Background: an optimization exercise with open tools, aiming at small area, a short achievable clock period and few clock cycles. Do not read the settings as production practice.
Function was checked by simulation only, so behaviour that the tests miss may differ from the original.
Power figures rest on the tool's default switching activity, not on a simulated workload.

==> flow/design.v <==
module mul_csa_ex(input [31:0] a_i, input [31:0] b_i, output [191:0] rows_o);
wire [32:0] bx = {b_i, 1'b0};
wire [32:0] a1 = {1'b0, a_i};
wire [32:0] a2 = {a_i, 1'b0};
wire d0_one = bx[1] ^ bx[0];
wire d0_two = (bx[2] & ~bx[1] & ~bx[0]) | (~bx[2] & bx[1] & bx[0]);
wire d0_neg = bx[2] & ~(bx[1] & bx[0]);
wire [31:0] m0 = ({32{d0_one}} & a1[31:0]) | ({32{d0_two}} & a2[31:0]);
wire [31:0] pp0 = m0 ^ {32{d0_neg}};
wire d1_one = bx[3] ^ bx[2];
wire d1_two = (bx[4] & ~bx[3] & ~bx[2]) | (~bx[4] & bx[3] & bx[2]);
wire d1_neg = bx[4] & ~(bx[3] & bx[2]);
wire [29:0] m1 = ({30{d1_one}} & a1[29:0]) | ({30{d1_two}} & a2[29:0]);
wire [31:0] pp1 = {m1 ^ {30{d1_neg}}, 2'b0};
wire d2_one = bx[5] ^ bx[4];
wire d2_two = (bx[6] & ~bx[5] & ~bx[4]) | (~bx[6] & bx[5] & bx[4]);
wire d2_neg = bx[6] & ~(bx[5] & bx[4]);
wire [27:0] m2 = ({28{d2_one}} & a1[27:0]) | ({28{d2_two}} & a2[27:0]);
wire [31:0] pp2 = {m2 ^ {28{d2_neg}}, 4'b0};
wire d3_one = bx[7] ^ bx[6];
wire d3_two = (bx[8] & ~bx[7] & ~bx[6]) | (~bx[8] & bx[7] & bx[6]);
wire d3_neg = bx[8] & ~(bx[7] & bx[6]);
wire [25:0] m3 = ({26{d3_one}} & a1[25:0]) | ({26{d3_two}} & a2[25:0]);
wire [31:0] pp3 = {m3 ^ {26{d3_neg}}, 6'b0};
wire d4_one = bx[9] ^ bx[8];
wire d4_two = (bx[10] & ~bx[9] & ~bx[8]) | (~bx[10] & bx[9] & bx[8]);
wire d4_neg = bx[10] & ~(bx[9] & bx[8]);
wire [23:0] m4 = ({24{d4_one}} & a1[23:0]) | ({24{d4_two}} & a2[23:0]);
wire [31:0] pp4 = {m4 ^ {24{d4_neg}}, 8'b0};
wire d5_one = bx[11] ^ bx[10];
wire d5_two = (bx[12] & ~bx[11] & ~bx[10]) | (~bx[12] & bx[11] & bx[10]);
wire d5_neg = bx[12] & ~(bx[11] & bx[10]);
wire [21:0] m5 = ({22{d5_one}} & a1[21:0]) | ({22{d5_two}} & a2[21:0]);
wire [31:0] pp5 = {m5 ^ {22{d5_neg}}, 10'b0};
wire d6_one = bx[13] ^ bx[12];
wire d6_two = (bx[14] & ~bx[13] & ~bx[12]) | (~bx[14] & bx[13] & bx[12]);
wire d6_neg = bx[14] & ~(bx[13] & bx[12]);
wire [19:0] m6 = ({20{d6_one}} & a1[19:0]) | ({20{d6_two}} & a2[19:0]);
wire [31:0] pp6 = {m6 ^ {20{d6_neg}}, 12'b0};
wire d7_one = bx[15] ^ bx[14];
wire d7_two = (bx[16] & ~bx[15] & ~bx[14]) | (~bx[16] & bx[15] & bx[14]);
wire d7_neg = bx[16] & ~(bx[15] & bx[14]);
wire [17:0] m7 = ({18{d7_one}} & a1[17:0]) | ({18{d7_two}} & a2[17:0]);
wire [31:0] pp7 = {m7 ^ {18{d7_neg}}, 14'b0};
wire d8_one = bx[17] ^ bx[16];
wire d8_two = (bx[18] & ~bx[17] & ~bx[16]) | (~bx[18] & bx[17] & bx[16]);
wire d8_neg = bx[18] & ~(bx[17] & bx[16]);
wire [15:0] m8 = ({16{d8_one}} & a1[15:0]) | ({16{d8_two}} & a2[15:0]);
wire [31:0] pp8 = {m8 ^ {16{d8_neg}}, 16'b0};
wire d9_one = bx[19] ^ bx[18];
wire d9_two = (bx[20] & ~bx[19] & ~bx[18]) | (~bx[20] & bx[19] & bx[18]);
wire d9_neg = bx[20] & ~(bx[19] & bx[18]);
wire [13:0] m9 = ({14{d9_one}} & a1[13:0]) | ({14{d9_two}} & a2[13:0]);
wire [31:0] pp9 = {m9 ^ {14{d9_neg}}, 18'b0};
wire d10_one = bx[21] ^ bx[20];
wire d10_two = (bx[22] & ~bx[21] & ~bx[20]) | (~bx[22] & bx[21] & bx[20]);
wire d10_neg = bx[22] & ~(bx[21] & bx[20]);
wire [11:0] m10 = ({12{d10_one}} & a1[11:0]) | ({12{d10_two}} & a2[11:0]);
wire [31:0] pp10 = {m10 ^ {12{d10_neg}}, 20'b0};
wire d11_one = bx[23] ^ bx[22];
wire d11_two = (bx[24] & ~bx[23] & ~bx[22]) | (~bx[24] & bx[23] & bx[22]);
wire d11_neg = bx[24] & ~(bx[23] & bx[22]);
wire [9:0] m11 = ({10{d11_one}} & a1[9:0]) | ({10{d11_two}} & a2[9:0]);
wire [31:0] pp11 = {m11 ^ {10{d11_neg}}, 22'b0};
wire d12_one = bx[25] ^ bx[24];
wire d12_two = (bx[26] & ~bx[25] & ~bx[24]) | (~bx[26] & bx[25] & bx[24]);
wire d12_neg = bx[26] & ~(bx[25] & bx[24]);
wire [7:0] m12 = ({8{d12_one}} & a1[7:0]) | ({8{d12_two}} & a2[7:0]);
wire [31:0] pp12 = {m12 ^ {8{d12_neg}}, 24'b0};
wire d13_one = bx[27] ^ bx[26];
wire d13_two = (bx[28] & ~bx[27] & ~bx[26]) | (~bx[28] & bx[27] & bx[26]);
wire d13_neg = bx[28] & ~(bx[27] & bx[26]);
wire [5:0] m13 = ({6{d13_one}} & a1[5:0]) | ({6{d13_two}} & a2[5:0]);
wire [31:0] pp13 = {m13 ^ {6{d13_neg}}, 26'b0};
wire d14_one = bx[29] ^ bx[28];
wire d14_two = (bx[30] & ~bx[29] & ~bx[28]) | (~bx[30] & bx[29] & bx[28]);
wire d14_neg = bx[30] & ~(bx[29] & bx[28]);
wire [3:0] m14 = ({4{d14_one}} & a1[3:0]) | ({4{d14_two}} & a2[3:0]);
wire [31:0] pp14 = {m14 ^ {4{d14_neg}}, 28'b0};
wire d15_one = bx[31] ^ bx[30];
wire d15_two = (bx[32] & ~bx[31] & ~bx[30]) | (~bx[32] & bx[31] & bx[30]);
wire d15_neg = bx[32] & ~(bx[31] & bx[30]);
wire [1:0] m15 = ({2{d15_one}} & a1[1:0]) | ({2{d15_two}} & a2[1:0]);
wire [31:0] pp15 = {m15 ^ {2{d15_neg}}, 30'b0};
wire [31:0] ppn = {1'b0, d15_neg, 1'b0, d14_neg, 1'b0, d13_neg, 1'b0, d12_neg, 1'b0, d11_neg, 1'b0, d10_neg, 1'b0, d9_neg, 1'b0, d8_neg, 1'b0, d7_neg, 1'b0, d6_neg, 1'b0, d5_neg, 1'b0, d4_neg, 1'b0, d3_neg, 1'b0, d2_neg, 1'b0, d1_neg, 1'b0, d0_neg};
wire [31:0] es0_0 = pp0 ^ pp1 ^ pp2;
wire [31:0] ec0_0m = (pp0 & pp1) | (pp0 & pp2) | (pp1 & pp2);
wire [31:0] ec0_0 = {ec0_0m[30:0], 1'b0};
wire [31:0] es0_1 = pp3 ^ pp4 ^ pp5;
wire [31:0] ec0_1m = (pp3 & pp4) | (pp3 & pp5) | (pp4 & pp5);
wire [31:0] ec0_1 = {ec0_1m[30:0], 1'b0};
wire [31:0] es0_2 = pp6 ^ pp7 ^ pp8;
wire [31:0] ec0_2m = (pp6 & pp7) | (pp6 & pp8) | (pp7 & pp8);
wire [31:0] ec0_2 = {ec0_2m[30:0], 1'b0};
wire [31:0] es0_3 = pp9 ^ pp10 ^ pp11;
wire [31:0] ec0_3m = (pp9 & pp10) | (pp9 & pp11) | (pp10 & pp11);
wire [31:0] ec0_3 = {ec0_3m[30:0], 1'b0};
wire [31:0] es0_4 = pp12 ^ pp13 ^ pp14;
wire [31:0] ec0_4m = (pp12 & pp13) | (pp12 & pp14) | (pp13 & pp14);
wire [31:0] ec0_4 = {ec0_4m[30:0], 1'b0};
wire [31:0] es1_0 = es0_0 ^ ec0_0 ^ es0_1;
wire [31:0] ec1_0m = (es0_0 & ec0_0) | (es0_0 & es0_1) | (ec0_0 & es0_1);
wire [31:0] ec1_0 = {ec1_0m[30:0], 1'b0};
wire [31:0] es1_1 = ec0_1 ^ es0_2 ^ ec0_2;
wire [31:0] ec1_1m = (ec0_1 & es0_2) | (ec0_1 & ec0_2) | (es0_2 & ec0_2);
wire [31:0] ec1_1 = {ec1_1m[30:0], 1'b0};
wire [31:0] es1_2 = es0_3 ^ ec0_3 ^ es0_4;
wire [31:0] ec1_2m = (es0_3 & ec0_3) | (es0_3 & es0_4) | (ec0_3 & es0_4);
wire [31:0] ec1_2 = {ec1_2m[30:0], 1'b0};
wire [31:0] es1_3 = ec0_4 ^ pp15 ^ ppn;
wire [31:0] ec1_3m = (ec0_4 & pp15) | (ec0_4 & ppn) | (pp15 & ppn);
wire [31:0] ec1_3 = {ec1_3m[30:0], 1'b0};
wire [31:0] es2_0 = es1_0 ^ ec1_0 ^ es1_1;
wire [31:0] ec2_0m = (es1_0 & ec1_0) | (es1_0 & es1_1) | (ec1_0 & es1_1);
wire [31:0] ec2_0 = {ec2_0m[30:0], 1'b0};
wire [31:0] es2_1 = ec1_1 ^ es1_2 ^ ec1_2;
wire [31:0] ec2_1m = (ec1_1 & es1_2) | (ec1_1 & ec1_2) | (es1_2 & ec1_2);
wire [31:0] ec2_1 = {ec2_1m[30:0], 1'b0};
assign rows_o = {ec1_3, es1_3, ec2_1, es2_1, ec2_0, es2_0};
endmodule
module mul_csa_mem(input [191:0] rows_i, output [31:0] p_o);
wire [31:0] r0 = rows_i[31:0];
wire [31:0] r1 = rows_i[63:32];
wire [31:0] r2 = rows_i[95:64];
wire [31:0] r3 = rows_i[127:96];
wire [31:0] r4 = rows_i[159:128];
wire [31:0] r5 = rows_i[191:160];
wire [31:0] ms0_0 = r0 ^ r1 ^ r2;
wire [31:0] mc0_0m = (r0 & r1) | (r0 & r2) | (r1 & r2);
wire [31:0] mc0_0 = {mc0_0m[30:0], 1'b0};
wire [31:0] ms0_1 = r3 ^ r4 ^ r5;
wire [31:0] mc0_1m = (r3 & r4) | (r3 & r5) | (r4 & r5);
wire [31:0] mc0_1 = {mc0_1m[30:0], 1'b0};
wire [31:0] ms1_0 = ms0_0 ^ mc0_0 ^ ms0_1;
wire [31:0] mc1_0m = (ms0_0 & mc0_0) | (ms0_0 & ms0_1) | (mc0_0 & ms0_1);
wire [31:0] mc1_0 = {mc1_0m[30:0], 1'b0};
wire [31:0] ms2_0 = ms1_0 ^ mc1_0 ^ mc0_1;
wire [31:0] mc2_0m = (ms1_0 & mc1_0) | (ms1_0 & mc0_1) | (mc1_0 & mc0_1);
wire [31:0] mc2_0 = {mc2_0m[30:0], 1'b0};
Adder add_p(.a_i(ms2_0), .b_i(mc2_0), .c_i(1'b0), .s_o(p_o));
endmodule
module Adder
(
    a_i,
    b_i,
    c_i,
    s_o
);
input   [31:0]  a_i, b_i;
input           c_i;
output  [31:0]  s_o;
wire [31:0] g0 = a_i & b_i;
wire [31:0] p0 = a_i ^ b_i;
wire [31:0] g [0:5];
wire [31:0] p [0:5];
assign g[0] = {g0[31:1], g0[0] | (p0[0] & c_i)};
assign p[0] = p0;
genvar l, i;
generate
    for (l = 0; l < 5; l = l + 1) begin : g_lvl
        for (i = 0; i < 32; i = i + 1) begin : g_bit
            if (i >= (1 << l)) begin : g_op
                assign g[l+1][i] = g[l][i] | (p[l][i] & g[l][i-(1<<l)]);
                assign p[l+1][i] = p[l][i] & p[l][i-(1<<l)];
            end
            else begin : g_pass
                assign g[l+1][i] = g[l][i];
                assign p[l+1][i] = p[l][i];
            end
        end
    end
endgenerate
assign s_o = p0 ^ {g[5][30:0], c_i};
endmodule
module CPU
(
    clk_i,
    rst_i,
    imem_addr_o,
    imem_data_i,
    mem_data_i,
    mem_ack_i,
    mem_data_o,
    mem_addr_o,
    mem_enable_o,
    mem_write_o,
    wb_valid_o,
    wb_rd_o,
    wb_data_o
);
input               clk_i;
input               rst_i;
input   [255:0]     mem_data_i;
input               mem_ack_i;
output  [255:0]     mem_data_o;
output  [31:0]      mem_addr_o;
output              mem_enable_o;
output              mem_write_o;
output  [31:0]      imem_addr_o;
input   [31:0]      imem_data_i;
output              wb_valid_o;
output  [4:0]       wb_rd_o;
output  [31:0]      wb_data_o;
localparam OP_ADD = 3'd0, OP_SUB = 3'd1, OP_AND = 3'd2, OP_OR = 3'd3, OP_ZERO = 3'd4;
wire        stall;           
wire        hazard;          
wire        taken;           
reg  [31:0] pc;
wire [31:0] pc4 = pc + 32'd4;
wire        if_jump = (imem_data_i[31:26] == 6'b000010);
wire [31:0] jtarget = {pc4[31:28], imem_data_i[25:0], 2'b00};
reg  [31:0] ex_btarget;
assign imem_addr_o = pc;
wire [31:0] pc_seq = hazard ? pc : pc4;
wire [31:0] pc_nxt = taken ? ex_btarget : (if_jump & ~hazard) ? jtarget : pc_seq;
always @(posedge clk_i or negedge rst_i) begin
    if (~rst_i)
        pc <= 32'd0;
    else if (~stall)
        pc <= pc_nxt;
end
reg  [31:0] id_inst;
reg  [31:0] id_pc4;
always @(posedge clk_i or negedge rst_i) begin
    if (~rst_i)
        id_inst <= 32'd0;
    else if (~stall) begin
        if (taken)
            id_inst <= 32'd0;
        else if (~hazard)
            id_inst <= imem_data_i;
    end
end
always @(posedge clk_i) begin
    if (~stall & ~hazard)
        id_pc4 <= pc4;
end
wire [5:0]  id_op    = id_inst[31:26];
wire [4:0]  id_rs    = id_inst[25:21];
wire [4:0]  id_rt    = id_inst[20:16];
wire [4:0]  id_rd    = id_inst[15:11];
wire [5:0]  id_funct = id_inst[5:0];
wire [15:0] id_imm   = id_inst[15:0];
wire id_isR    = (id_op == 6'b000000);
wire id_isAddi = (id_op == 6'b001000);
wire id_isOri  = (id_op == 6'b001101);
wire id_isLw   = (id_op == 6'b100011);
wire id_isSw   = (id_op == 6'b101011);
wire id_isBeq  = (id_op == 6'b000100) && (id_imm != 16'd0);    
wire id_isMul  = id_isR && (id_funct == 6'b011000);
wire [4:0] id_dest = id_isR ? id_rd : (id_isAddi | id_isOri | id_isLw) ? id_rt : 5'd0;
wire       id_useImm = id_isAddi | id_isOri | id_isLw | id_isSw;
wire       id_useRt  = id_isR | id_isSw | id_isBeq;
reg  [2:0] id_aluop;
always @(*) begin
    if (id_isR) begin
        case (id_funct)
            6'b100000: id_aluop = OP_ADD;
            6'b100010: id_aluop = OP_SUB;
            6'b100100: id_aluop = OP_AND;
            6'b100101: id_aluop = OP_OR;
            default:   id_aluop = OP_ZERO;    
        endcase
    end
    else if (id_isOri)
        id_aluop = OP_OR;
    else
        id_aluop = OP_ADD;
end
reg  [31:0] regs [1:31];
reg  [4:0]  wb_dest;
reg  [31:0] wb_data;
reg         wb_valid;        
always @(posedge clk_i) begin
    if (wb_dest != 5'd0)
        regs[wb_dest] <= wb_data;
end
reg  [31:0] rd_a, rd_b;
integer k;
always @(*) begin
    rd_a = 32'd0;
    rd_b = 32'd0;
    for (k = 1; k < 32; k = k + 1) begin
        rd_a = rd_a | (regs[k] & {32{id_rs == k}});
        rd_b = rd_b | (regs[k] & {32{id_rt == k}});
    end
end
wire [31:0] rf_a = (id_rs != 5'd0 && id_rs == wb_dest) ? wb_data : rd_a;
wire [31:0] rf_b = (id_rt != 5'd0 && id_rt == wb_dest) ? wb_data : rd_b;
reg  [4:0]  ex_dest;
reg         ex_isLw, ex_isMul;
reg  [4:0]  mem_dest;
assign hazard = (ex_isLw | ex_isMul) && (ex_dest != 5'd0) &&
                ((ex_dest == id_rs) || (id_useRt && ex_dest == id_rt));
wire id_fa_m = (id_rs != 5'd0) && (id_rs == ex_dest);
wire id_fa_w = (id_rs != 5'd0) && (id_rs == mem_dest);
wire id_fb_m = (id_rt != 5'd0) && (id_rt == ex_dest);
wire id_fb_w = (id_rt != 5'd0) && (id_rt == mem_dest);
wire [31:0] id_btarget;
Adder add_bt(.a_i(id_pc4), .b_i({14'd0, id_imm, 2'b00}), .c_i(1'b0), .s_o(id_btarget));
reg  [31:0] ex_a, ex_b;
reg  [15:0] ex_imm;
reg  [2:0]  ex_aluop;
reg         ex_useImm;
reg         ex_rs0;
reg         ex_isSw, ex_isBeq;
reg         ex_fa_m, ex_fa_w, ex_fb_m, ex_fb_w;
always @(posedge clk_i or negedge rst_i) begin
    if (~rst_i) begin
        ex_dest  <= 5'd0;
        ex_isLw  <= 1'b0;
        ex_isSw  <= 1'b0;
        ex_isMul <= 1'b0;
        ex_isBeq <= 1'b0;
    end
    else if (~stall) begin
        if (taken | hazard) begin
            ex_dest  <= 5'd0;
            ex_isLw  <= 1'b0;
            ex_isSw  <= 1'b0;
            ex_isMul <= 1'b0;
            ex_isBeq <= 1'b0;
        end
        else begin
            ex_dest  <= id_dest;
            ex_isLw  <= id_isLw;
            ex_isSw  <= id_isSw;
            ex_isMul <= id_isMul;
            ex_isBeq <= id_isBeq;
        end
    end
end
always @(posedge clk_i) begin
    if (~stall) begin
        ex_a       <= rf_a;
        ex_b       <= rf_b;
        ex_imm     <= id_imm;
        ex_aluop   <= id_aluop;
        ex_useImm  <= id_useImm;
        ex_rs0     <= (id_rs == 5'd0);
        ex_fa_m    <= id_fa_m;
        ex_fa_w    <= id_fa_w & ~id_fa_m;
        ex_fb_m    <= id_fb_m;
        ex_fb_w    <= id_fb_w & ~id_fb_m;
        ex_btarget <= id_btarget;
    end
end
reg  [31:0] mem_res;
wire [31:0] opa = ex_fa_m ? mem_res : ex_fa_w ? wb_data : ex_a;
wire [31:0] opb = ex_fb_m ? mem_res : ex_fb_w ? wb_data : ex_b;
wire [31:0] alub = ex_useImm ? {16'd0, ex_imm} : opb;
wire        ex_sub = (ex_aluop == OP_SUB);
wire [31:0] addsub;
Adder add_alu(.a_i(opa), .b_i(alub ^ {32{ex_sub}}), .c_i(ex_sub), .s_o(addsub));
reg  [31:0] alu_res;
always @(*) begin
    case (ex_aluop)
        OP_ADD:  alu_res = addsub;
        OP_SUB:  alu_res = addsub;
        OP_AND:  alu_res = opa & alub;
        OP_OR:   alu_res = opa | alub;
        default: alu_res = 32'd0;
    endcase
end
assign taken = ex_isBeq && (opa == opb);
wire [191:0] mul_rows;
mul_csa_ex mul_ex(.a_i(opa & {32{ex_isMul}}), .b_i(opb & {32{ex_isMul}}), .rows_o(mul_rows));
reg  [31:0] mem_sd;
reg         mem_isLw, mem_isSw, mem_isMul;
reg  [191:0] mem_rows;
always @(posedge clk_i or negedge rst_i) begin
    if (~rst_i) begin
        mem_dest  <= 5'd0;
        mem_isLw  <= 1'b0;
        mem_isSw  <= 1'b0;
        mem_isMul <= 1'b0;
    end
    else if (~stall) begin
        mem_dest  <= ex_dest;
        mem_isLw  <= ex_isLw;
        mem_isSw  <= ex_isSw;
        mem_isMul <= ex_isMul;
    end
end
always @(posedge clk_i) begin
    if (~stall) begin
        mem_res  <= alu_res;
        mem_sd   <= opb;
    end
end
always @(posedge clk_i)
    mem_rows <= mul_rows;
wire [31:0] mul_res;
mul_csa_mem mul_mem(.rows_i(mem_rows), .p_o(mul_res));
wire [5:0]  line = mem_res[10:5];
wire [2:0]  woff = mem_res[4:2];
reg  [255:0] f_data;
reg  [5:0]   f_tag;
reg          f_valid, f_dirty;
reg  [5:0]   m_tag;
reg          m_valid;
reg          busy;           
reg          busy_rd;        
reg  [5:0]   pend_line;      
reg          sb_valid;
reg  [5:0]   sb_line;
reg  [2:0]   sb_woff;
reg  [31:0]  sb_data;
reg  [8:0]   next_ld;        
reg          mh_f, mh_m;     
reg          msb;            
reg          mseq;           
reg          sb_hm;          
wire mem_op = mem_isLw | mem_isSw;
reg          req_en, req_wr;
reg  [5:0]   req_line;
reg          req_sb;         
reg          req_pf;         
reg  [5:0]   pf_line;        
wire sb_drain = sb_valid & sb_hm & ~busy_rd & (~f_dirty | (req_en & req_wr & req_sb));
wire f_fill  = mem_isSw & ~mh_f & mh_m & ~sb_valid & ~busy_rd & ~f_dirty;
wire sb_take = mem_isSw & ~mh_f & ~f_fill & ~msb & (~sb_valid | sb_drain);
wire rd_me   = busy_rd & mem_ack_i & (pend_line == line);
wire ld_wait = mem_isLw & (msb | (~mh_f & (~mh_m | busy_rd) & ~rd_me));
wire sw_wait = mem_isSw & (mh_f ? sb_drain : ~f_fill & ~sb_take);
assign stall = sw_wait | ld_wait;
wire seq_go  = mem_isLw & ~mh_f & mh_m & mseq & ~sb_valid & ~busy_rd;
wire pf_copy = req_en & req_pf & ~req_wr & ~f_fill & ~(mem_isSw & mh_f);    
wire f_clean = req_en & req_pf & req_wr;                                     
assign mem_enable_o = req_en;
assign mem_write_o  = req_wr;
assign mem_addr_o   = {21'd0, req_line, 5'd0};
assign mem_data_o   = f_data;
wire       rd_done = busy_rd & mem_ack_i;
wire       busy_n  = req_en | (busy & ~mem_ack_i);
wire       f_load  = f_fill | pf_copy | sb_drain;
wire [5:0] f_tag_n = sb_drain ? sb_line : f_fill ? line : pf_copy ? pf_line : f_tag;
wire       f_val_n = f_valid | f_load;
wire       f_dirty_n = f_fill | sb_drain | (mem_isSw & mh_f) | (f_dirty & ~f_clean);
wire       sb_val_n  = (sb_valid & ~sb_drain) | sb_take;
wire [5:0] sb_line_n = sb_take ? line : sb_line;
wire       isLw_n  = stall ? mem_isLw : ex_isLw;
wire       isSw_n  = stall ? mem_isSw : ex_isSw;
wire [5:0] line_n  = stall ? line : alu_res[10:5];
wire [8:0] word_n  = stall ? mem_res[10:2] : alu_res[10:2];
wire       xop_n   = stall ? (ex_isLw | ex_isSw) & ex_rs0 :
                     ~(taken | hazard) & (id_isLw | id_isSw) & (id_rs == 5'd0);
wire [5:0] xline_n = stall ? ex_imm[10:5] : id_imm[10:5];
wire [8:0] next_ld_n = (mem_isLw & ~stall) ? mem_res[10:2] + 9'd1 : next_ld;
wire       mh_f_n  = f_val_n & (f_tag_n == line_n);
wire       mh_m_n  = rd_done ? (pend_line == line_n) : (m_valid & (m_tag == line_n));
wire       msb_n   = sb_val_n & (sb_line_n == line_n);
wire       mseq_n  = (word_n == next_ld_n);
wire       sb_hm_n = rd_done ? (pend_line == sb_line_n) : (m_valid & (m_tag == sb_line_n));
wire       xh_f_n  = f_val_n & (f_tag_n == xline_n);
wire       xh_m_n  = rd_done ? (pend_line == xline_n) : (m_valid & (m_tag == xline_n));
wire       op_n    = isLw_n | isSw_n;
wire       pf_n    = ~sb_val_n & seq_go;
wire       wr_n    = sb_val_n ? sb_hm_n & f_dirty_n : pf_n & f_dirty_n;
wire       en_n    = ~busy_n & (sb_val_n ? ~sb_hm_n | f_dirty_n :
                                pf_n | (op_n ? ~mh_f_n & ~mh_m_n : xop_n & ~xh_f_n & ~xh_m_n));
wire [5:0] rline_n = wr_n ? f_tag_n : sb_val_n ? sb_line_n : pf_n ? line + 6'd1 :
                     op_n ? line_n : xline_n;
always @(posedge clk_i or negedge rst_i) begin
    if (~rst_i) begin
        busy     <= 1'b0;
        busy_rd  <= 1'b0;
        m_valid  <= 1'b0;
        f_valid  <= 1'b0;
        f_dirty  <= 1'b0;
        sb_valid <= 1'b0;
        next_ld  <= 9'd0;
        mh_f     <= 1'b0;
        mh_m     <= 1'b0;
        msb      <= 1'b0;
        mseq     <= 1'b0;
        sb_hm    <= 1'b0;
        req_en   <= 1'b0;
        req_wr   <= 1'b0;
        req_sb   <= 1'b0;
        req_pf   <= 1'b0;
    end
    else begin
        if (req_en) begin
            busy    <= 1'b1;
            busy_rd <= ~req_wr;
        end
        else if (mem_ack_i) begin
            busy    <= 1'b0;
            busy_rd <= 1'b0;
        end
        if (rd_done)
            m_valid <= 1'b1;
        f_valid  <= f_val_n;
        f_dirty  <= f_dirty_n;
        sb_valid <= sb_val_n;
        next_ld  <= next_ld_n;
        mh_f     <= mh_f_n;
        mh_m     <= mh_m_n;
        msb      <= msb_n;
        mseq     <= mseq_n;
        sb_hm    <= sb_hm_n;
        req_en   <= en_n;
        req_wr   <= wr_n;
        req_sb   <= sb_val_n;
        req_pf   <= pf_n;
    end
end
always @(posedge clk_i) begin
    if (rd_done)
        m_tag <= pend_line;
    if (req_en)
        pend_line <= req_line;
    if (f_load)
        f_tag <= f_tag_n;
    req_line <= rline_n;
    if (seq_go)
        pf_line <= line;
    if (sb_take) begin
        sb_line <= line;
        sb_woff <= woff;
        sb_data <= mem_sd;
    end
end
wire [31:0] st_data = sb_drain ? sb_data : mem_sd;
wire [2:0]  st_woff = sb_drain ? sb_woff : woff;
wire        st_any  = sb_drain | mem_isSw;
genvar gw;
generate
    for (gw = 0; gw < 8; gw = gw + 1) begin : g_fword
        wire sel = (st_woff == gw);
        always @(posedge clk_i) begin
            if (f_load | (mem_isSw & mh_f & (woff == gw)))
                f_data[32*gw+31:32*gw] <= (st_any & sel) ? st_data : mem_data_i[32*gw+31:32*gw];
        end
    end
endgenerate
wire [31:0] f_word = f_data[32*woff +: 32];
wire [31:0] m_word = mem_data_i[32*woff +: 32];
wire [31:0] ld_word = mh_f ? f_word : m_word;
always @(posedge clk_i or negedge rst_i) begin
    if (~rst_i) begin
        wb_dest  <= 5'd0;
        wb_valid <= 1'b0;
    end
    else begin
        wb_valid <= ~stall & (mem_dest != 5'd0);
        if (~stall)
            wb_dest <= mem_dest;
    end
end
always @(posedge clk_i) begin
    if (~stall)
        wb_data <= mem_isLw ? ld_word : mem_isMul ? mul_res : mem_res;
end
assign wb_valid_o = wb_valid;
assign wb_rd_o    = wb_dest;
assign wb_data_o  = wb_data;
endmodule
==> flow/flow/run.sh <==
#!/bin/bash
# Layout flow: the standard layout (standard.sh: the standard synthesis, floorplan, placement,
# CTS and routing at the design's clock period and SDC) with two changes:
#  - repair_timing is asked to leave a setup margin (flow/setup_margin.txt), so that it sizes and
#    buffers the critical paths beyond what the 15 ns clock needs;
#  - after placement's repair_design, flow/post_resize.tcl makes the port buffers buf_4 and runs
#    repair_timing on the placement.
# make's output goes to make_finish.log here; each ORFS step keeps its own log under orfs/logs/.
set -euo pipefail
cd "$(dirname "$0")/.."
MARGIN=$(cat flow/setup_margin.txt)
echo "standard layout with SETUP_SLACK_MARGIN=$MARGIN and flow/post_resize.tcl"
bash standard.sh finish SETUP_SLACK_MARGIN="$MARGIN" POST_RESIZE_TCL="$PWD/flow/post_resize.tcl" \
  > make_finish.log 2>&1 || { tail -50 make_finish.log; exit 1; }
tail -5 make_finish.log
ls -l out/final.def
==> flow/flow/post_resize.tcl <==
# Hook run by ORFS's resize step (POST_RESIZE_TCL), after repair_design on the global placement.
# 1. The port buffers that buffer_ports chose (the library's weakest buffer, a delay cell) become
#    buf_4, or buf_1 on the wide data inputs, which have time to spare.
# 2. repair_timing with the setup margin in setup_margin.txt, on placement parasitics.
foreach inst [get_cells -quiet {input* output*}] {
  set ref [get_property $inst ref_name]
  if { ![string match "sky130_fd_sc_hd__*buf*" $ref] } { continue }
  set want sky130_fd_sc_hd__buf_4
  foreach pin [get_pins -of_objects $inst -filter "direction==input"] {
    foreach p [get_ports -quiet -of_objects [get_nets -of_objects $pin]] {
      if { [string match "mem_data_i*" [get_name $p]] || [string match "imem_data_i*" [get_name $p]] } {
        set want sky130_fd_sc_hd__buf_1
      }
    }
  }
  if { $ref != $want } {
    replace_cell $inst $want
  }
}
estimate_parasitics -placement
set fp [open [file join [file dirname [info script]] setup_margin.txt]]
set margin [string trim [read $fp]]
close $fp
repair_timing -setup -setup_margin $margin -repair_tns 100 -verbose
report_worst_slack -max
==> flow/flow/setup_margin.txt <==
10.6
==> flow/standard.sh <==
#!/bin/bash
# synth_recipe.tcl (not shown) runs the flow's synth.tcl, then flattens the netlist and writes it again
# the make line also repeats each setting of config.mk as NAME=value (left out here)
make -C /OpenROAD-flow-scripts/flow DESIGN_CONFIG=/design/flow/config.mk WORK_HOME=/design/flow/orfs CLKGATE_MAP_FILE= SYNTH_SCRIPT=/design/flow/synth_recipe.tcl "${@:-finish}"
==> flow/config.mk <==
export PLATFORM = sky130hd
export DESIGN_NAME = CPU
export DESIGN_NICKNAME = CPU
export VERILOG_FILES = /design/flow/design.v
export SDC_FILE = /design/flow/constraint.sdc
export NUM_CORES = 4
export LEC_CHECK = 0
export CAP_MARGIN = 20
export CORE_MARGIN = 2
export CORE_UTILIZATION = 40
export PLACE_DENSITY = 0.6
export SLEW_MARGIN = 20
==> flow/constraint.sdc <==
create_clock -name core_clock -period 15.0 [get_ports {clk_i}]
set_input_delay 3.0000 -clock core_clock [delete_from_list [all_inputs] [get_ports {clk_i}]]
set_output_delay 3.0000 -clock core_clock [all_outputs]
set_load 0.01 [all_outputs]
==> summary.txt, run 1 <==
Status
  • Status: timing/DRC/antenna clean

Yosys
  • Yosys warning total: 2
  • Top cells by area, synth: edfxtp_1 49%, a22oi_1 4.3%, xnor2_1 4.2%, fa_1 4.2%, mux4_2 3.8%
  • Predominant post-synthesis flop cell: edfxtp_1
  • Post-Syn Instances: ~8,000
  • Synthesized flop and latch total: 1,789
  • Sequential-to-total area share from yosys stat: 54.5%
  • Yosys top cell area share: 49.0%
  • Yosys top cell by area: edfxtp_1
  • Synth Cell Area: 0.0954 mm^2
  • Yosys cell types: around 110
  • Asr flop ratio synth: 6.15%
  • Post-synth EDFFs: approximately 1,600
  • Syn avg cell area: around 12 um^2

Clock tree
  • Clock Sinks: roughly 1,800
  • TritonCTS clock tree: yes
  • CTS Buffer Depth: 3
  • Worst-Skew Late Latency: slightly below 0.9 ns
  • Total CTS buffers: roughly 190
  • CTS root buffer: clkbuf_16
  • H-tree depth: 4
  • Clock transition at path regs: approximately 0.06 ns
  • CTS Hold Bufs: 0

Critical path
  • CP Max Fanout: 5
  • Worst setup path start: mem_ack_i
  • Setup slack, reg-to-reg: about 10 ns
  • Slowest-stage cell, CP: or4_4
  • Critical path arrival: 5.53 ns
  • CP peak stage delay: around 0.43 ns
  • Crit Path Category: primary input to flip-flop
  • R2R Path Start: id_inst[16]
  • Crit end category: flip-flop
  • Startpoint Class: primary input
  • Reg2Reg Depth: 7
  • WP data required: 15.76 ns
  • Crit path cell chain: buf_8 -> nand2_8 -> or4_4 -> o221ai_4 -> nand3_4 -> clkinv_16 -> buf_16 -> nor2_4 -> or3_4 -> a221oi_4 -> nand3_2 -> o311ai_2 -> o2bb2ai_1
  • Worst r2r dst: ex_b[2]
  • Crit path capture: req_en

STA
  • Final WS setup: approximately 10 ns
  • Relative slew slack: under 10%
  • RSZ-0062 raised after global routing: true
  • Slew at the pin closest to its max-slew limit: approximately 1.4 ns
  • Min Tclk post-route: around 4.8 ns
  • Max Transition Viols Final: 0
  • Fmax: roughly 0.21 GHz
  • Fin Clk Skew: about 0.060 ns
  • Setup TNS: 0 ns
  • Final setup violation count: 0
  • Hold Violations, Final: 0
  • Final cycle utilization of the critical path: 31.8%

Power and ir drop
  • Pwr Total: 18.1 mW
  • P per Cell Area: between 100 and 150 mW/mm^2
  • Peak supply drop: 0.182 mV
  • Static Leak: roughly 44 nW

Routing
  • Vias/cell: 6.81
  • Initial drt markers: ~17,000
  • Routed len/inst: between 30 and 40 um
  • Via Count: 83,700
  • Post-detailed-route count of antenna-violating nets: 0
  • Met1 WL: ~160,000 um
  • Post-route DRC: 0
  • WL met3: approximately 75,000 um
  • Metal2 WL: ~210,000 um
  • TritonRoute pass-1 iters: 9
  • DR top layer: met5
  • DRT Wirelength: around 480,000 um

Placed design
  • Post-Place Setup Slack: around 9.3 ns
  • HPWL after detailed placement: between 300,000 and 400,000 um
  • Gpl congestion: roughly 1.1
  • Port Buffers: between 600 and 700
  • Post-Place Cells: about 12,000

Floorplan
  • Die W: 492 um
  • Die Y: ~490 um
  • Core Area: approximately 0.24 mm^2
  • Total die area: approximately 0.24 mm^2
  • Initial Utilization: between 40 and 50%
  • Rows: 179
  • Ports: around 650

Cells and area
  • Fill cells: ~20,000
  • Share of layout cells above drive strength 1: between 20% and 30%
  • Area grow syn2layout: 27.4%
  • Non-filler cells, final: ~12,000
  • Fin nets: 9,568

Global route
  • Largest net degree at the start of global routing: 96
  • Vias in the first global route: 78,100
  • First-pass GRT wire length: ~650,000 um
  • Initial antenna violation count: between 70 and 80
  • GRT Total Usage: ~38%
  • Gr ovfl total: 0

Hold path
  • Min-Delay Path Class: flip-flop to flip-flop

Run
  • # Max-Cap Violations: 0
metrics by stage:
step | hold slack (ns) | util (%) | cell area [um^2]
global route | 0.425 | 51.1 | 121000
CTS | 0.421 | 50.6 | 120000
floorplan | 0.400 | - | 95900
detailed placement | 0.407 | 45.8 | 109000
finish | 0.419 | 51.2 | 122000
global placement | 0.404 | 44.7 | 106000
cell usage in the layout, fill, tap and decap left out, types with 56 or more instances in the layout:
master / instances
mux4_2: 160
nor2_4: 93
dfxtp_1: 118
xnor2_1: 443
fa_1: 189
buf_4: 616
a221oi_1: 247
a21oi_1: 279
nor3_1: 98
nand4_1: 175
inv_1: 273
o21ai_1: 73
a22o_1: 310
mux2i_1: 133
a222oi_1: 66
nand3_1: 127
buf_8: 56
nor2_1: 320
clkbuf_16: 218
edfxtp_1: 1555
xor2_1: 76
ha_1: 150
buf_12: 86
a22oi_1: 539
o21ai_0: 277
buf_6: 414
buf_1: 229
dfrtp_1: 87
nand2_1: 514
where the power goes:
| group | switching, mW | internal (mW) |
|---|---|---|
| clock network | 2.18 | 2.68 |
| logic | 3.89 | 2.62 |
| registers | 0.371 | 6.34 |
worst max-delay path, delay by kind of cell:
family	cells	cell delay (ns)
simple gates	6	1.28
compound gates	4	0.89
buf+inv	3	0.35
state kept, by name, summed over array words and instances, names as in the netlist, 32 cells and up:
signal,count
mem_rows,112
ex_a,32
f_data,256
pc,32
regs,992
id_pc4,32
wb_data,32
sb_data,32
id_inst,32
ex_b,32
ex_btarget,32
mem_res,32
mem_sd,32
cell families (layout without fill, tap and decap cells):
| logic type | after synthesis | after routing | synth area share, % |
|---|---|---|---|
| muxes | 363 | 363 | 5.98 |
| buffers and inverters | 898 | 2154 | 3.74 |
| and+or+nand+nor | 1677 | 1678 | 8.22 |
| other | 1 | 78 | 0.00393 |
| DFF | 1789 | 1789 | 54.5 |
| adders and majority gates | 391 | 391 | 6.66 |
| AOI/OAI and AO/OA | 2129 | 2130 | 16.0 |
| xor gates and xnor gates | 537 | 537 | 4.93 |
cell type report:
class                           instances  area [um^2]  share of cell area (%)
Tap cell                             3167         3960                    3.26
Clock buffer                          233         5030                    4.14
Inverter                              309         1300                    1.07
Antenna cell                           52          130                   0.107
Timing Repair Buffer                 1478        14600                    12.0
Multi-Input combinational cell       5125        42900                    35.3
Sequential cell                      1789        52000                    42.8
Clock inverter                        119         1270                    1.04
Timing Repair inverter                 15          295                   0.243
routing by layer:
metal  GRT usage [%]  up-vias
met5               0        -
met4            24.4       78
met3            17.1     2271
met2            57.4     7979
met1            45.3    41100
li1                -    32300
synth_stat cells, drive strengths merged (38+ instances only):
library cell  instances
nand4               175
inv                 305
and2                 62
a222oi               66
a21oi               294
clkbuf              432
buf                 157
nand2               563
a221oi              249
a22o                310
dfxtp               124
a22oi               547
nand2b               38
fa                  201
mux2i               171
o21ai               411
nor3                120
dfrtp               110
nand3               134
xor2                 77
edfxtp             1555
ha                  169
mux4                160
nor2                418
xnor2               460
repair_timing:
action / CTS / global route
resized for setup: 555 / 149
cloned: 32 / 1
hold endpoints to repair: 0 / 0
setup buffers: 239 / 90
endpoints found under the setup margin: 392 / 446
pin swaps: 54 / 103
worst min path at each step:
stage / to / cells past startpoint / start / slack [ns]
global route: ex_btarget[0] / 0 / id_pc4[0] / 0.43
finish: ex_btarget[0] / 0 / id_pc4[0] / 0.42
global placement: ex_btarget[0] / 0 / id_pc4[0] / 0.40
detailed placement: ex_btarget[0] / 0 / id_pc4[0] / 0.41
floorplan: ex_btarget[0] / 0 / id_pc4[0] / 0.40
CTS: ex_btarget[0] / 0 / id_pc4[0] / 0.42
Testbench counts, summed over its fixed seeds: cycles 56,484.
==> inputs of run 2 (changes only) <==
--- a/flow/design.v
+++ b/flow/design.v
@@ -447,4 +447,8 @@
                      ~(taken | hazard) & (id_isLw | id_isSw) & (id_rs == 5'd0);
 wire [5:0] xline_n = stall ? ex_imm[10:5] : id_imm[10:5];
+wire       if_memop = ((imem_data_i[31:26] == 6'b100011) | (imem_data_i[31:26] == 6'b101011)) &
+                      (imem_data_i[25:21] == 5'd0);
+wire       iop_n   = (stall | hazard) ? (id_isLw | id_isSw) & (id_rs == 5'd0) : ~taken & if_memop;
+wire [5:0] iline_n = (stall | hazard) ? id_imm[10:5] : imem_data_i[10:5];
 wire [8:0] next_ld_n = (mem_isLw & ~stall) ? mem_res[10:2] + 9'd1 : next_ld;
 wire       mh_f_n  = f_val_n & (f_tag_n == line_n);
@@ -455,11 +459,14 @@
 wire       xh_f_n  = f_val_n & (f_tag_n == xline_n);
 wire       xh_m_n  = rd_done ? (pend_line == xline_n) : (m_valid & (m_tag == xline_n));
+wire       ih_f_n  = f_val_n & (f_tag_n == iline_n);
+wire       ih_m_n  = rd_done ? (pend_line == iline_n) : (m_valid & (m_tag == iline_n));
+wire       xreq_n  = xop_n & ~xh_f_n & ~xh_m_n;
 wire       op_n    = isLw_n | isSw_n;
 wire       pf_n    = ~sb_val_n & seq_go;
 wire       wr_n    = sb_val_n ? sb_hm_n & f_dirty_n : pf_n & f_dirty_n;
 wire       en_n    = ~busy_n & (sb_val_n ? ~sb_hm_n | f_dirty_n :
-                                pf_n | (op_n ? ~mh_f_n & ~mh_m_n : xop_n & ~xh_f_n & ~xh_m_n));
+                                pf_n | (op_n ? ~mh_f_n & ~mh_m_n : xreq_n | (iop_n & ~ih_f_n & ~ih_m_n)));
 wire [5:0] rline_n = wr_n ? f_tag_n : sb_val_n ? sb_line_n : pf_n ? line + 6'd1 :
-                     op_n ? line_n : xline_n;
+                     op_n ? line_n : xreq_n ? xline_n : iline_n;
 always @(posedge clk_i or negedge rst_i) begin
     if (~rst_i) begin
--- a/flow/flow/run.sh
+++ b/flow/flow/run.sh
@@ -4,5 +4,6 @@
 #  - repair_timing is asked to leave a setup margin (flow/setup_margin.txt), so that it sizes and
 #    buffers the critical paths beyond what the 15 ns clock needs;
-#  - after placement's repair_design, flow/post_resize.tcl makes the port buffers buf_4 and runs
+#  - after placement's repair_design, flow/post_resize.tcl resizes the port buffers (buf_4, or
+#    buf_1 on the wide data inputs) and runs
 #    repair_timing on the placement.
 # make's output goes to make_finish.log here; each ORFS step keeps its own log under orfs/logs/.
==> flow/flow/setup_margin.txt (replaced) <==
10.3
--- a/flow/config.mk
+++ b/flow/config.mk
@@ -9,4 +9,6 @@
 export CORE_MARGIN = 2
 export CORE_UTILIZATION = 40
+export CTS_CLUSTER_DIAMETER = 60
+export CTS_CLUSTER_SIZE = 20
 export PLACE_DENSITY = 0.6
 export SLEW_MARGIN = 20
==> run 2 against run 1 <==
Routed wire length fell by 2.9%; register-to-register slack got worse by 0.13 ns; clock power fell by about 10%; highest routed layer unchanged; power rose by 30%; design area fell by 4.5%.
==> summary.txt, run 2 <==
Status
  • Status: timing/DRC/antenna clean

Clock tree
  • Clock transition at path regs: 0.07 ns (about the same)
  • Worst-Skew Late Latency: 0.88 ns (about the same)
  • CTS root buffer: clkbuf_16
  • H-tree depth: 4 (unchanged)
  • CTS Buffer Depth: 3 (unchanged)
  • TritonCTS clock tree: yes
  • CTS Hold Bufs: 0 (unchanged)
  • Total CTS buffers: 154 (-19%)
  • Clock Sinks: 1,790 (+0.056%)

Routing
  • Initial drt markers: 16,100 (-2.8%)
  • Via Count: 82,600 (-1.4%)
  • Routed len/inst: 39.3 um (-0.41%)
  • TritonRoute pass-1 iters: 13 (+4)
  • DR top layer: met5
  • Met1 WL: 157,000 um (-2.2%)
  • Metal2 WL: 203,000 um (-1.8%)
  • Vias/cell: 6.89 (+1.1%)
  • DRT Wirelength: 470,000 um (-2.9%)
  • Post-route DRC: 0 (unchanged)
  • WL met3: 69,300 um (-8.2%)
  • Post-detailed-route count of antenna-violating nets: 0 (unchanged)

Critical path
  • WP data required: 15.75 ns (about the same)
  • Startpoint Class: primary input
  • Crit Path Category: primary input to flip-flop
  • Worst path top cell family by delay: compound AO/OA/AOI/OAI gates
  • Crit end category: flip-flop
  • Worst path buffer plus inverter count: 4 (+1)
  • Crit path cell chain: buf_8 -> nand2_8 -> a221o_1 -> nor4_4 -> o21ai_4 -> clkinv_16 -> buf_16 -> mux2i_4 -> a221o_1 -> a2111oi_4 -> nor4_4 -> buf_6 -> mux2i_1 -> mux2i_1 -> o221ai_1
  • Setup slack, reg-to-reg: 10.19 ns (-0.13 ns)
  • Crit. path cell count: 15 (+2)
  • Worst setup path start: mem_ack_i
  • Worst r2r dst: ex_b[29]
  • CP Max Fanout: 8 (+3)
  • Crit path capture: req_line[3]
  • Reg2Reg Depth: 9 (+2)
  • Critical path arrival: 5.78 ns (+0.25 ns)
  • R2R Path Start: id_inst[17]
  • CP peak stage delay: 0.33 ns (-0.10 ns)
  • Slowest-stage cell, CP: a221o_1

Yosys
  • Yosys top cell by area: edfxtp_1
  • Synthesized flop and latch total: 1,790 (+0.056%)
  • Post-synth EDFFs: 1,556 (+0.064%)
  • Post-Syn Instances: 7,861 (+0.98%)
  • Yosys top cell area share: 48.6% (-0.41 points)
  • Yosys cell types: 100 (-4.8%)
  • Yosys warning total: 2 (unchanged)
  • Asr flop ratio synth: 6.15% (about the same)
  • Sequential-to-total area share from yosys stat: 54.0% (-0.46 points)
  • Predominant post-synthesis flop cell: edfxtp_1
  • Synth Cell Area: 0.0962 mm^2 (+0.91%)
  • Most frequent cell after synthesis: edfxtp_1
  • Syn avg cell area: 12.2 um^2 (about the same)
  • Top cells by area, synth: edfxtp_1 49%, a22oi_1 4.7%, fa_1 4.2%, xnor2_1 3.8%, mux4_2 3.5%
  • Top cells by count, synth: 1,556 x edfxtp_1, 631 x nand2_1, 605 x a22oi_1, 471 x o21ai_0, 462 x clkbuf_1

Floorplan
  • Die Y: 495 um (+0.45%)
  • Rows: 180 (+0.56%)
  • Initial Utilization: 40.1% (-0.048 points)
  • Die W: 495 um (+0.45%)
  • Total die area: 0.245 mm^2 (+0.91%)
  • Ports: 651 (unchanged)
  • Core Area: 0.240 mm^2 (+1.0%)

STA
  • Final setup violation count: 0 (unchanged)
  • Fmax: 0.199 GHz (-5.2%)
  • Final cycle utilization of the critical path: 33.5% (+1.7 points)
  • Fin Clk Skew: 0.0593 ns (-0.00110 ns)
  • Hold slack final: 0.421 ns (+0.00154 ns)
  • Slew at the pin closest to its max-slew limit: 1.24 ns (-0.182 ns)
  • Min Tclk post-route: 5.03 ns (+0.259 ns)
  • Setup TNS: 0 ns (unchanged)
  • Max Transition Viols Final: 0 (unchanged)
  • Relative slew slack: 17.3% (+13 points)
  • Hold Violations, Final: 0 (unchanged)
  • RSZ-0062 raised after global routing: true

Global route
  • Gr ovfl total: 0 (unchanged)
  • Vias in the first global route: 77,200 (-1.1%)
  • Largest net degree at the start of global routing: 101 (+5.2%)
  • First-pass GRT wire length: 632,000 um (-2.8%)
  • Initial antenna violation count: 56 (-29%)
  • GRT Total Usage: 36.9% (-1.6 points)

Hold path
  • Min-Delay Path Class: flip-flop to flip-flop

Placed design
  • Port Buffers: 624 (unchanged)
  • HPWL after detailed placement: 295,000 um (-3.4%)
  • Gpl congestion: 0.966 (-8.4%)
  • DP Area: 0.107 mm^2 (-1.3%)

Power and ir drop
  • Comb pwr share: 49.8% (+14 points)
  • Internal: 13.3 mW (+14%)
  • Static Leak: 41.6 nW (-5.2%)
  • Sequential share of power: 31.7% (-5.4 points)
  • Switching Share: 43.5% (+7.9 points)
  • Clock power share: 18.5% (-8.4 points)
  • Peak supply drop: 0.158 mV (-13%)
  • P per Cell Area: 203 mW/mm^2 (+36%)
  • Total net switching power: 10.2 mW (+59%)

Cells and area
  • Fin nets: 9,298 (-2.8%)
  • Most frequent cells in the layout: 1,556 x edfxtp_1, 725 x buf_4, 602 x a22oi_1
  • Max reg flops: 992 (unchanged)
  • Share of layout cells above drive strength 1: 20.9% (-4.3 points)
  • Area grow syn2layout: 20.6%
  • Commonest non-fill, non-tap cell in the layout: edfxtp_1
  • Final instance area: 0.116 mm^2 (-4.5%)
  • Biggest register: regs
  • Top flop regs: regs (992), f_data (256), mem_rows (112)

Run
  • # Max-Cap Violations: 0 (unchanged)
==> run 2: cell count changes after synthesis, sizes merged, moves of 29 or more <==
cell,before,now
nor2,418,289
o21ai,411,514
a22oi,547,605
clkbuf,432,462
inv,305,344
xor2,77,114
nand2,563,632
a21oi,294,156
mux2i,171,200
xnor2,460,422
==> run 2: layer usage <==
metal  GRT usage [%]  vias up
li1                -    32000
met1            43.5    40700
met3            14.4     2165
met2            55.8     7723
met4            24.9       48
met5               0        -
==> run 2: logic make-up (layout without fill, tap and decap cells) <==
logic type                 after synthesis  in the layout  share of synthesized area (%)
buffers and inverters                  951           1813                           3.93
muxes                                  375            375                           5.95
and+or+nand+nor                       1603           1604                           7.94
DFF                                   1790           1790                           54.0
other                                    1             66                        0.00390
xor gates and xnor gates               536            536                           4.88
AOI/OAI and AO/OA                     2218           2225                           16.7
adders and majority gates              387            387                           6.56
==> run 2: power groups by stage <==
stage | combinational (mW) | clock (mW) | sequential, mW
5_1_grt | 12.0 | 4.53 | 7.49
4_1_cts | 10.7 | 4.35 | 7.42
2_1_floorplan | 5.36 | 0 | 7.45
6_report | 11.7 | 4.35 | 7.44
3_5_place_dp | 10.0 | 0 | 7.51
3_3_place_gp | 9.14 | 0 | 7.52
==> run 2: final cells by class <==
| cell class | instances | area [um^2] |
|---|---|---|
| Clock inverter | 109 | 1290 |
| Timing Repair Buffer | 1186 | 10100 |
| Multi-Input combinational cell | 5153 | 43100 |
| Sequential cell | 1790 | 52000 |
| Fill cell | 21200 | 124000 |
| Inverter | 346 | 1410 |
| Timing Repair inverter | 6 | 108 |
| Tap cell | 3185 | 3990 |
| Clock buffer | 166 | 4030 |
| Antenna cell | 40 | 100 |
==> run 2: worst min path at each step <==
| stage | start | end | cells past startpoint |
|---|---|---|---|
| after floorplan | id_pc4[0] | ex_btarget[0] | 0 |
| after global placement | id_pc4[0] | ex_btarget[0] | 0 |
| after detailed placement | id_pc4[0] | ex_btarget[0] | 0 |
| after CTS | id_pc4[0] | ex_btarget[0] | 0 |
| after global routing | id_pc4[0] | ex_btarget[0] | 0 |
| final | id_pc4[0] | ex_btarget[0] | 0 |
==> run 2: worst reg2reg max path, stage by stage, from the launching register on <==
cell,delay (ns)
dfrtp_1,0.75
nand2_1,0.61
nor2_4,0.65
buf_4,0.45
buf_4,0.50
a22o_1,0.26
a221oi_1,0.05
nand4_1,0.16
nor3_1,0.07
a31oi_1,0.91
==> run 2: repair_timing <==
action                     in CTS  in global routing
setup endpoints to repair      61                 80
pin swaps                      34                 63
resized for setup             140                182
setup buffers                  55                111
cloned                         17                  8
==> run 2: through the flow <==
step / util, % / setup WS (ns) / cells / power, mW
floorplan: - / 9.52 / 7886 / 12.8
global placement: 44.6 / 6.73 / 11300 / 16.7
detailed placement: 44.7 / 8.96 / 11500 / 17.5
CTS: 47.6 / 10.04 / 11800 / 22.4
global route: 48.4 / 9.85 / 12000 / 24.0
finish: 48.4 / 9.97 / 12000 / 23.5
Testbench counts of run 2, summed over its fixed seeds: cycles 55,864.
==> inputs of run 3 (changes only) <==
--- a/flow/design.v
+++ b/flow/design.v
@@ -432,6 +432,6 @@
 assign mem_addr_o   = {21'd0, req_line, 5'd0};
 assign mem_data_o   = f_data;
-wire       rd_done = busy_rd & mem_ack_i;
 wire       busy_n  = req_en | (busy & ~mem_ack_i);
+wire       rd_done = busy_rd & mem_ack_i;
 wire       f_load  = f_fill | pf_copy | sb_drain;
 wire [5:0] f_tag_n = sb_drain ? sb_line : f_fill ? line : pf_copy ? pf_line : f_tag;
@@ -440,33 +440,55 @@
 wire       sb_val_n  = (sb_valid & ~sb_drain) | sb_take;
 wire [5:0] sb_line_n = sb_take ? line : sb_line;
-wire       isLw_n  = stall ? mem_isLw : ex_isLw;
-wire       isSw_n  = stall ? mem_isSw : ex_isSw;
-wire [5:0] line_n  = stall ? line : alu_res[10:5];
-wire [8:0] word_n  = stall ? mem_res[10:2] : alu_res[10:2];
-wire       xop_n   = stall ? (ex_isLw | ex_isSw) & ex_rs0 :
-                     ~(taken | hazard) & (id_isLw | id_isSw) & (id_rs == 5'd0);
-wire [5:0] xline_n = stall ? ex_imm[10:5] : id_imm[10:5];
+wire       pf_n    = ~sb_val_n & seq_go;
 wire       if_memop = ((imem_data_i[31:26] == 6'b100011) | (imem_data_i[31:26] == 6'b101011)) &
                       (imem_data_i[25:21] == 5'd0);
-wire       iop_n   = (stall | hazard) ? (id_isLw | id_isSw) & (id_rs == 5'd0) : ~taken & if_memop;
-wire [5:0] iline_n = (stall | hazard) ? id_imm[10:5] : imem_data_i[10:5];
-wire [8:0] next_ld_n = (mem_isLw & ~stall) ? mem_res[10:2] + 9'd1 : next_ld;
-wire       mh_f_n  = f_val_n & (f_tag_n == line_n);
-wire       mh_m_n  = rd_done ? (pend_line == line_n) : (m_valid & (m_tag == line_n));
-wire       msb_n   = sb_val_n & (sb_line_n == line_n);
-wire       mseq_n  = (word_n == next_ld_n);
-wire       sb_hm_n = rd_done ? (pend_line == sb_line_n) : (m_valid & (m_tag == sb_line_n));
-wire       xh_f_n  = f_val_n & (f_tag_n == xline_n);
-wire       xh_m_n  = rd_done ? (pend_line == xline_n) : (m_valid & (m_tag == xline_n));
-wire       ih_f_n  = f_val_n & (f_tag_n == iline_n);
-wire       ih_m_n  = rd_done ? (pend_line == iline_n) : (m_valid & (m_tag == iline_n));
-wire       xreq_n  = xop_n & ~xh_f_n & ~xh_m_n;
-wire       op_n    = isLw_n | isSw_n;
-wire       pf_n    = ~sb_val_n & seq_go;
-wire       wr_n    = sb_val_n ? sb_hm_n & f_dirty_n : pf_n & f_dirty_n;
-wire       en_n    = ~busy_n & (sb_val_n ? ~sb_hm_n | f_dirty_n :
-                                pf_n | (op_n ? ~mh_f_n & ~mh_m_n : xreq_n | (iop_n & ~ih_f_n & ~ih_m_n)));
-wire [5:0] rline_n = wr_n ? f_tag_n : sb_val_n ? sb_line_n : pf_n ? line + 6'd1 :
-                     op_n ? line_n : xreq_n ? xline_n : iline_n;
+wire [21:0] nx_a [0:1];
+genvar ga;
+generate
+    for (ga = 0; ga < 2; ga = ga + 1) begin : g_nx
+        wire       ack     = (ga == 1);
+        wire       a_rdme  = busy_rd & ack & (pend_line == line);
+        wire       a_stall = sw_wait | (mem_isLw & (msb | (~mh_f & (~mh_m | busy_rd) & ~a_rdme)));
+        wire       a_done  = busy_rd & ack;
+        wire       a_busy  = req_en | (busy & ~ack);
+        wire       isLw_n  = a_stall ? mem_isLw : ex_isLw;
+        wire       isSw_n  = a_stall ? mem_isSw : ex_isSw;
+        wire [5:0] line_n  = a_stall ? line : alu_res[10:5];
+        wire [8:0] word_n  = a_stall ? mem_res[10:2] : alu_res[10:2];
+        wire       xop_n   = a_stall ? (ex_isLw | ex_isSw) & ex_rs0 :
+                             ~(taken | hazard) & (id_isLw | id_isSw) & (id_rs == 5'd0);
+        wire [5:0] xline_n = a_stall ? ex_imm[10:5] : id_imm[10:5];
+        wire       iop_n   = (a_stall | hazard) ? (id_isLw | id_isSw) & (id_rs == 5'd0) : ~taken & if_memop;
+        wire [5:0] iline_n = (a_stall | hazard) ? id_imm[10:5] : imem_data_i[10:5];
+        wire [8:0] next_ld_n = (mem_isLw & ~a_stall) ? mem_res[10:2] + 9'd1 : next_ld;
+        wire       mh_f_n  = f_val_n & (f_tag_n == line_n);
+        wire       mh_m_n  = a_done ? (pend_line == line_n) : (m_valid & (m_tag == line_n));
+        wire       msb_n   = sb_val_n & (sb_line_n == line_n);
+        wire       mseq_n  = (word_n == next_ld_n);
+        wire       sb_hm_n = a_done ? (pend_line == sb_line_n) : (m_valid & (m_tag == sb_line_n));
+        wire       xh_f_n  = f_val_n & (f_tag_n == xline_n);
+        wire       xh_m_n  = a_done ? (pend_line == xline_n) : (m_valid & (m_tag == xline_n));
+        wire       ih_f_n  = f_val_n & (f_tag_n == iline_n);
+        wire       ih_m_n  = a_done ? (pend_line == iline_n) : (m_valid & (m_tag == iline_n));
+        wire       xreq_n  = xop_n & ~xh_f_n & ~xh_m_n;
+        wire       op_n    = isLw_n | isSw_n;
+        wire       wr_n    = sb_val_n ? sb_hm_n & f_dirty_n : pf_n & f_dirty_n;
+        wire       en_n    = ~a_busy & (sb_val_n ? ~sb_hm_n | f_dirty_n :
+                                        pf_n | (op_n ? ~mh_f_n & ~mh_m_n : xreq_n | (iop_n & ~ih_f_n & ~ih_m_n)));
+        wire [5:0] rline_n = wr_n ? f_tag_n : sb_val_n ? sb_line_n : pf_n ? line + 6'd1 :
+                             op_n ? line_n : xreq_n ? xline_n : iline_n;
+        assign nx_a[ga] = {en_n, wr_n, rline_n, mh_f_n, mh_m_n, msb_n, mseq_n, sb_hm_n, next_ld_n};
+    end
+endgenerate
+wire [21:0] nx = mem_ack_i ? nx_a[1] : nx_a[0];
+wire       en_n      = nx[21];
+wire       wr_n      = nx[20];
+wire [5:0] rline_n   = nx[19:14];
+wire       mh_f_n    = nx[13];
+wire       mh_m_n    = nx[12];
+wire       msb_n     = nx[11];
+wire       mseq_n    = nx[10];
+wire       sb_hm_n   = nx[9];
+wire [8:0] next_ld_n = nx[8:0];
 always @(posedge clk_i or negedge rst_i) begin
     if (~rst_i) begin
--- a/flow/flow/run.sh
+++ b/flow/flow/run.sh
@@ -4,6 +4,5 @@
 #  - repair_timing is asked to leave a setup margin (flow/setup_margin.txt), so that it sizes and
 #    buffers the critical paths beyond what the 15 ns clock needs;
-#  - after placement's repair_design, flow/post_resize.tcl resizes the port buffers (buf_4, or
-#    buf_1 on the wide data inputs) and runs
+#  - after placement's repair_design, flow/post_resize.tcl makes the port buffers buf_4 and runs
 #    repair_timing on the placement.
 # make's output goes to make_finish.log here; each ORFS step keeps its own log under orfs/logs/.
--- a/flow/config.mk
+++ b/flow/config.mk
@@ -9,6 +9,4 @@
 export CORE_MARGIN = 2
 export CORE_UTILIZATION = 40
-export CTS_CLUSTER_DIAMETER = 60
-export CTS_CLUSTER_SIZE = 20
 export PLACE_DENSITY = 0.6
 export SLEW_MARGIN = 20
==> run 3 against run 2 <==
Still clean; clock-buffer cell count grew 66; cell count grew 1.1%; critical path depth grew 3; synthesized area grew 0.59%; design area grew 0.37%; die area grew 0.59%; clock power grew 16%; sequential share of layout area shrank 0.16 points; via count grew 0.54%; worst setup slack gained 0.25 ns; utilization is essentially flat; combinational power shrank 48%; largest cell class unchanged.
==> summary.txt, run 3 <==
STA
  • Fmax: 0.209 GHz (+5.2%)
  • Hold slack final: 0.421 ns (+0.000215 ns)
  • Final setup violation count: 0 (unchanged)
  • Final WS setup: 10.22 ns (+0.249 ns)
  • Min Tclk post-route: 4.78 ns (-0.249 ns)
  • Fin Clk Skew: 0.0575 ns (-0.00181 ns)
  • Max Transition Viols Final: 0 (unchanged)
  • RSZ-0062 raised after global routing: true
  • Final cycle utilization of the critical path: 31.9% (-1.7 points)
  • Relative slew slack: 16.7% (-0.53 points)
  • Setup TNS: 0 ns (unchanged)
  • Slew at the pin closest to its max-slew limit: 1.24 ns (+0.00231 ns)
  • Hold Violations, Final: 0 (unchanged)

Floorplan
  • Die Y: 496 um (+0.29%)
  • Die W: 496 um (+0.29%)
  • Ports: 651 (unchanged)
  • Rows: 180 (unchanged)
  • Initial Utilization: 40.2% (+0.12 points)
  • Total die area: 0.246 mm^2 (+0.59%)
  • Core Area: 0.241 mm^2 (+0.28%)

Yosys
  • Post-synth EDFFs: 1,556 (unchanged)
  • Most frequent cell after synthesis: edfxtp_1
  • Post-Syn Instances: 7,984 (+1.6%)
  • Yosys top cell by area: edfxtp_1
  • Sequential-to-total area share from yosys stat: 53.7% (-0.32 points)
  • Asr flop ratio synth: 6.15% (unchanged)
  • Synthesized flop and latch total: 1,790 (unchanged)
  • Syn avg cell area: 12.1 um^2 (-0.96%)
  • Predominant post-synthesis flop cell: edfxtp_1
  • Yosys top cell area share: 48.3% (-0.29 points)
  • Yosys cell types: 109 (+9.0%)
  • Synth Cell Area: 0.0968 mm^2 (+0.59%)
  • Top cells by count, synth: 1,556 x edfxtp_1, 657 x nand2_1, 627 x a22oi_1, 508 x xnor2_1, 467 x o21ai_0
  • Yosys warning total: 2 (unchanged)
  • Top cells by area, synth: edfxtp_1 48%, a22oi_1 4.9%, xnor2_1 4.6%, fa_1 4.2%, mux4_2 3.7%

Routing
  • Vias/cell: 6.85 (-0.54%)
  • Via Count: 83,000 (+0.54%)
  • Post-route DRC: 0 (unchanged)
  • Routed len/inst: 38.6 um (-1.6%)
  • DRT Wirelength: 468,000 um (-0.55%)
  • Initial drt markers: 16,000 (-0.73%)
  • Post-detailed-route count of antenna-violating nets: 0 (unchanged)
  • TritonRoute pass-1 iters: 13 (unchanged)

Clock tree
  • CTS Buffer Depth: 3 (unchanged)
  • H-tree depth: 4 (unchanged)
  • TritonCTS clock tree: yes
  • Clock Sinks: 1,790 (unchanged)
  • Clock transition at path regs: 0.06 ns (about the same)
  • Total CTS buffers: 196 (+27%)
  • Worst-Skew Late Latency: 0.88 ns (about the same)
  • CTS root buffer: clkbuf_16

Cells and area
  • Fin nets: 9,391 (+1.0%)
  • Max reg flops: 992 (unchanged)
  • Commonest non-fill, non-tap cell in the layout: edfxtp_1
  • Top flop regs: regs (992), f_data (256), mem_rows (112)
  • Biggest register: regs
  • Most frequent cells in the layout: 1,556 x edfxtp_1, 702 x buf_4, 633 x nand2_1
  • Non-filler cells, final: 12,100 (+1.1%)
  • Area grow syn2layout: 20.4%
  • Share of layout cells above drive strength 1: 20.0% (-0.87 points)

Critical path
  • Startpoint Class: flip-flop
  • Crit path cell chain: buf_12 -> mux2i_1 -> o21a_2 -> o21ai_0 -> xnor2_1 -> ha_1 -> nor2b_4 -> o2111ai_4 -> nand2_2 -> xor2_2 -> a211oi_4 -> a2bb2oi_1 -> a211oi_1 -> or4b_4 -> o32ai_4 -> o32a_1 -> a31oi_1 -> a211o_1
  • WP data required: 15.74 ns (about the same)
  • Crit end category: flip-flop
  • CP peak stage delay: 0.52 ns (+0.19 ns)
  • CP Max Fanout: 37 (+29)
  • Critical path arrival: 5.52 ns (-0.26 ns)
  • Slowest-stage cell, CP: or4b_4
  • Crit Path Category: flip-flop to flip-flop

Power and ir drop
  • Static Leak: 41.9 nW (+0.82%)
  • P per Cell Area: 152 mW/mm^2 (-25%)
  • Peak supply drop: 0.115 mV (-27%)

Global route
  • Gr ovfl total: 0 (unchanged)
  • Largest net degree at the start of global routing: 79 (-22%)
  • First-pass GRT wire length: 629,000 um (-0.53%)
  • Initial antenna violation count: 44 (-21%)
  • Vias in the first global route: 77,700 (+0.69%)
  • GRT Total Usage: 36.5% (-0.40 points)

Placed design
  • Port Buffers: 624 (unchanged)
  • Post-Place Setup Slack: 9.92 ns (+0.958 ns)
  • Post-Place Cells: 11,500 (+0.48%)
  • HPWL after detailed placement: 287,000 um (-2.8%)
  • Gpl congestion: 1.00 (+3.7%)

Hold path
  • Min-Delay Path Class: flip-flop to flip-flop

Status
  • Status: timing/DRC/antenna clean

Run
  • # Max-Cap Violations: 0 (unchanged)
-- run 3: kinds of logic (layout without fill, tap and decap cells) --
family	Yosys count	count (layout)	synth area share [%]
other cells	1	56	0.00387
mux	385	385	6.10
compound gates	2199	2200	16.3
simple gates	1680	1682	8.02
flops	1790	1790	53.7
fa+ha+maj	383	383	6.48
xor+xnor	614	614	5.56
buf+inv	932	1816	3.86
-- run 3: cell type report --
class	instances	area (um^2)
fill	21400	124000
sequential	1790	52000
multi-input combinational	5290	43300
timing repair buffer	1122	9270
clock buffer	232	5340
tap	3185	3990
inverter	328	1300
clock inverter	132	1270
antenna	30	75.1
timing repair inverter	2	22.5
-- run 3: layer usage --
layer | wire length, um | up-vias | GRT usage [%]
li1 | - | 32100 | -
met1 | 160000 | 40600 | 44.3
met2 | 195000 | 7980 | 53.0
met3 | 70500 | 2197 | 14.7
met4 | 41200 | 59 | 25.3
met5 | 754 | - | 1.04
-- run 3: final timing paths --
path	start	end	slack, ns	cells after the start
max	wb_data[2]	req_en	10.22	18
min	id_pc4[0]	ex_btarget[0]	0.42	0
max reg2reg	wb_data[2]	req_en	10.22	18
min reg2reg	id_pc4[0]	ex_btarget[0]	0.42	0
max in group asynchronous	rst_i	wb_dest[0]	11.41	2
min in group asynchronous	rst_i	req_sb	2.26	1
-- run 3: worst max-delay path: cells and delay by family (launching register included) --
kind,cells,cell delay [ns]
xor+xnor,2,0.33
mux,1,0.27
flops,1,0.41
compound gates,10,2.31
buf+inv,1,0.19
simple gates,3,0.78
fa+ha+maj,1,0.35
-- run 3: per-stage QoR --
| stage | cell area [um^2] | power [mW] | util, % |
|---|---|---|---|
| floorplan | 97000 | 9.36 | - |
| global route | 116000 | 18.1 | 48.4 |
| CTS | 115000 | 17.1 | 47.6 |
| detailed placement | 106000 | 11.7 | 44.2 |
| finish | 117000 | 17.7 | 48.4 |
| global placement | 107000 | 11.5 | 44.7 |
-- run 3: timing repair --
action,CTS,global route
buffers inserted,48,106
pin swaps,6,59
setup endpoints to repair,48,71
hold buffers,0,0
gates resized for setup,128,168
cloned,21,12
-- run 3: power breakdown --
part | internal (mW) | switching (mW)
registers | 6.22 | 0.410
logic | 2.31 | 3.76
clock network | 2.87 | 2.17
total | 11.4 | 6.33
Testbench counts of run 3, summed over its fixed seeds: cycles 55,864.

[re-timing with driven ports]
The results above use ideal ports. As a check the final layouts listed here were re-extracted and re-timed, cells and wires unchanged.
Step 1, drivers: a clkbuf_16 drives clk_i and a buf_2 each remaining input, both assumed.
Step 2 also shifts input and output timing later by t, the mid clock arrival at the registers, as if the neighbouring blocks saw the same clock.
Three values: no drivers, after step 1, after step 2; two values: the first two.
run | shift t [ns] | slack for setup (ns) | worst setup path after step 2 | worst slew at a driven data input, ns
run 1 | 0.953 | 10.230 / 10.255 / 9.303 | input to register | 0.34
run 2 | 0.940 | 9.970 / 9.987 / 9.047 | input to register | 0.46
run 3 | 0.953 | 10.220 / 10.171 / 9.920 | input to register | 0.19
After both steps every run listed still meets setup and hold. The setup slack of run 1, which loses most, moves by +0.025 ns with the drivers and by -0.927 ns with both steps.
